From an optimization exercise on the open Yosys and OpenROAD flow, aimed at small area and a short achievable clock period; shortcuts taken in it are not production practice. At most, simulation tests tie the RTL to the original design; equivalence was not proved. Power figures rest on the tool's default switching activity, not on a simulated workload.

// iitb_proc
module iitb_proc (clk, reset, i_mem_addr, i_mem_data, reg1, reg2, reg3, reg4, reg5, reg6, reg7);
Size: ~4800 cells after synthesis, ~150 I/O pins.
export LEC_CHECK = 0
export ABC_CLOCK_PERIOD_IN_PS = 3500
export CAP_MARGIN = 20
export CORE_MARGIN = 2
export CORE_UTILIZATION = 45
export CTS_CLUSTER_DIAMETER = 80
export CTS_CLUSTER_SIZE = 20
export PLACE_DENSITY = 0.55
export SLEW_MARGIN = 20
create_clock -name core_clock -period 10.0 [get_ports {clk}]
standard.sh (not shown) runs the stock make flow with config.mk's settings and CLKGATE_MAP_FILE= SYNTH_SCRIPT=/design/flow/synth_recipe.tcl, a recipe that flattens the netlist after the stock synthesis.
==> flow/flow/run.sh <==
#!/bin/bash
# Layout flow: the standard ORFS flow (standard synthesis unchanged), with
# timing repair aimed below the 10 ns period so that the achieved period is short,
# clock tree synthesis without dummy loads, and plain buffers on the ports.
set -euo pipefail
cd "$(dirname "$0")/.."
bash standard.sh SETUP_SLACK_MARGIN=6.9 \
  "CTS_ARGS=-sink_clustering_enable -repair_clock_nets -sink_clustering_size 20 -sink_clustering_max_diameter 80 -dont_use_dummy_load" \
  "BUFFER_PORTS_ARGS=-buffer_cell sky130_fd_sc_hd__buf_2" \
  finish > flow_orfs.log 2>&1
Edit:
--- a/flow/flow/run.sh
+++ b/flow/flow/run.sh
@@ -5,5 +5,5 @@
 set -euo pipefail
 cd "$(dirname "$0")/.."
-bash standard.sh SETUP_SLACK_MARGIN=6.9 \
+bash standard.sh SETUP_SLACK_MARGIN=6.7 \
   "CTS_ARGS=-sink_clustering_enable -repair_clock_nets -sink_clustering_size 20 -sink_clustering_max_diameter 80 -dont_use_dummy_load" \
   "BUFFER_PORTS_ARGS=-buffer_cell sky130_fd_sc_hd__buf_2" \
Settings changed: CORE_UTILIZATION 45 to 30, PLACE_DENSITY 0.55 to 0.4.
What happened: Via count goes down by 1.5%. Critical path depth goes up by 11. Clock skew rises by 37 ps. Final area rose by 1.0%. Global-route usage falls by 6.6 points. Final cell count goes up by 13%. Routed wire length grows by 13%. Worst setup slack is better by 24 ps.
Edit:
--- a/flow/flow/run.sh
+++ b/flow/flow/run.sh
@@ -6,5 +6,5 @@
 cd "$(dirname "$0")/.."
 bash standard.sh SETUP_SLACK_MARGIN=6.7 \
-  "CTS_ARGS=-sink_clustering_enable -repair_clock_nets -sink_clustering_size 20 -sink_clustering_max_diameter 80 -dont_use_dummy_load" \
+  "CTS_ARGS=-sink_clustering_enable -repair_clock_nets -sink_clustering_size 24 -sink_clustering_max_diameter 70 -dont_use_dummy_load" \
   "BUFFER_PORTS_ARGS=-buffer_cell sky130_fd_sc_hd__buf_2" \
   finish > flow_orfs.log 2>&1
Settings changed: CORE_UTILIZATION 30 to 45, PLACE_DENSITY 0.4 to 0.55.
=>
- The changed run went through all stages and came out clean
- routed wire length falls by 13%
- clock power falls by 8.1%
- worst setup slack is worse by 39 ps
- core utilization rises by 15 points
- final area falls by 4.2%
- area after synthesis does not change
- critical path depth falls by 10
- non-clock buffer count falls by 102
- synthesized cell count does not change
- total power falls by 3.2%

---

== the baseline ==
Another version of the RTL of iitb_proc (not shown whole).
Size in the first run: roughly 4,600 cells after synthesis, roughly 1,400 flip-flops, ~150 I/O pins, ~58,000 sq um of cells after synthesis.
export LEC_CHECK = 0
export ABC_CLOCK_PERIOD_IN_PS = 3500
export CAP_MARGIN = 20
export CORE_MARGIN = 2
export CORE_UTILIZATION = 30
export CTS_CLUSTER_DIAMETER = 80
export CTS_CLUSTER_SIZE = 20
export PLACE_DENSITY = 0.4
export SLEW_MARGIN = 20
create_clock -name core_clock -period 10.0 [get_ports {clk}]
==> flow/flow/run.sh <==
#!/bin/bash
# Layout flow: the standard ORFS flow (standard synthesis unchanged), with
# timing repair aimed below the 10 ns period so that the achieved period is short,
# and clock tree synthesis without dummy loads.
set -euo pipefail
cd "$(dirname "$0")/.."
bash standard.sh SETUP_SLACK_MARGIN=6.5 \
  "CTS_ARGS=-sink_clustering_enable -repair_clock_nets -sink_clustering_size 20 -sink_clustering_max_diameter 80 -dont_use_dummy_load" \
  finish > flow_orfs.log 2>&1
Setup changes, the baseline to the candidate
==> flow/flow/run.sh <==
#!/bin/bash
# Layout flow: the standard ORFS flow (standard synthesis unchanged), with
# timing repair aimed below the 10 ns period so that the achieved period is short.
set -euo pipefail
cd "$(dirname "$0")/.."
bash standard.sh SETUP_SLACK_MARGIN=6.5 finish > flow_orfs.log 2>&1
### Flow results
- Maximum frequency, the candidate vs the baseline: up slightly
- Between the baseline and the candidate, the count of mapped cells out of synthesis figures differ only marginally.
- Summary: with the baseline as the reference, final cell count without fillers in the candidate moved up slightly.
- Sum of routed wire length over all layers, the baseline and the candidate: larger value in the candidate
- Between the candidate and the baseline, the met2 wire length figures differ only marginally.
- Net count after synthesis: the candidate vs the baseline identical
No functional check of the RTL was part of any run of this note.

---

Another version of the RTL of iitb_proc (not shown whole).
Size: about 4600 cells after synthesis, ~1400 flip-flops, roughly 150 I/O pins, ~60000 sq um of cells after synthesis.
make LEC_CHECK=0 ABC_CLOCK_PERIOD_IN_PS=3500 CAP_MARGIN=20 CORE_MARGIN=2 CORE_UTILIZATION=45 PLACE_DENSITY=0.55 SETUP_SLACK_MARGIN=5 SLEW_MARGIN=20 finish   # period 10.0 ns
run.sh (not shown) runs the stock make flow with config.mk's settings and CLKGATE_MAP_FILE= SYNTH_SCRIPT=/design/flow/synth_recipe.tcl, a recipe that flattens the netlist after the stock synthesis.
Stock flow here: none of the scripts above is used.
Edit:
Settings changed: ABC_CLOCK_PERIOD_IN_PS 3500 to default, SETUP_SLACK_MARGIN 5 to default.
The new run produced a clean layout.
Clock power went up by about 3%.
Worst setup slack gets worse by 0.53 ns.
Via count is about the same.
Total power hardly moves.
First-iteration DRC count went down by 3.7%.
Final area hardly moves.
Function was not checked in any run of this note: the RTL went through the layout flow alone.

---

## run 1
Another version of the RTL of iitb_proc (not shown whole).
For scale: roughly 1400 flip-flops, ~150 I/O pins, ~59000 um^2 of cells after synthesis.
export LEC_CHECK = 0
export ABC_CLOCK_PERIOD_IN_PS = 3500
export CAP_MARGIN = 20
export CORE_MARGIN = 2
export CORE_UTILIZATION = 30
export CTS_CLUSTER_DIAMETER = 80
export CTS_CLUSTER_SIZE = 20
export PLACE_DENSITY = 0.4
export SLEW_MARGIN = 20
create_clock -name core_clock -period 10.0 [get_ports {clk}]
standard.sh (not shown) runs the stock make flow with config.mk's settings and CLKGATE_MAP_FILE= SYNTH_SCRIPT=/design/flow/synth_recipe.tcl, a recipe that flattens the netlist after the stock synthesis.
==> flow/flow/run.sh <==
#!/bin/bash
# Layout flow: the standard ORFS flow (standard synthesis unchanged), with
# timing repair aimed below the 10 ns period so that the achieved period is short,
# clock tree synthesis without dummy loads, and plain buffers on the ports.
set -euo pipefail
cd "$(dirname "$0")/.."
bash standard.sh SETUP_SLACK_MARGIN=6.5 \
  "CTS_ARGS=-sink_clustering_enable -repair_clock_nets -sink_clustering_size 20 -sink_clustering_max_diameter 80 -dont_use_dummy_load" \
  "BUFFER_PORTS_ARGS=-buffer_cell sky130_fd_sc_hd__buf_2" \
  finish > flow_orfs.log 2>&1
Run 1 completed every stage of the flow, and the final layout passed the timing, DRC and antenna checks.
### run 1 -> run 2
--- a/flow/flow/run.sh
+++ b/flow/flow/run.sh
@@ -4 +4 @@
-# clock tree synthesis without dummy loads, and plain buffers on the ports.
+# and clock tree synthesis without dummy loads.
@@ -9 +8,0 @@
-  "BUFFER_PORTS_ARGS=-buffer_cell sky130_fd_sc_hd__buf_2" \
[summary]
- Comparing run 2 with run 1, the combinational power came out essentially unchanged.
- As far as count of input and output buffers goes, run 2 and run 1 are indistinguishable; the numbers are identical.
- | growth of design area from synthesis to finish | run 2 vs run 1 | 1.5 points higher |
- Diff run 1..run 2 | post-layout net count | negligible
- Higher number of clock buffer instances in the layout was reported by run 2, not run 1.
- Between run 2 and run 1, the global-route usage figures differ only marginally.

re-timing with driven ports:
The flow's constraints put no driver on any port. The routed layouts listed below were extracted and timed again, unchanged, in two steps.
Step 1: set_driving_cell puts a clkbuf_16 on clk and a buf_2 on each other input, an assumption about the parent block.
Step 2 moves the port delays by t, midway between the first and last clock arrival at a register: inputs arrive t later, outputs are due t later. That takes back most of the time a late clock gives input paths.
a / b / c = ideal / step 1 / step 2; a / b = the first two.
run | t, ns | setup slack, ns | worst setup path after step 2
the first run of note 1 | 0.758 | 6.622 / 6.543 / 6.481 | input to register
the second run of note 1 | 0.782 | 6.645 / 6.595 / 6.431 | input to register
the third run of note 1 | 0.768 | 6.607 / 6.531 / 6.375 | input to register
the baseline | 0.837 | 6.137 / 6.137 / 5.720 | input to register
the candidate | 0.867 | 6.161 / 6.161 / 5.709 | input to register
the first run of note 3 | 0.869 | 5.156 / 5.156 / 5.156 | register to register
the second run of note 3 | 0.873 | 4.631 / 4.631 / 4.631 | register to register
run 1 | 0.811 | 6.427 / 6.427 / 5.825 | input to register
run 2 | 0.828 | 6.469 / 6.466 / 5.831 | input to register
After both steps setup and hold are still met in every run listed. The setup slack of run 2, which loses most, moves by -0.003 ns with the drivers and by -0.638 ns with both steps.
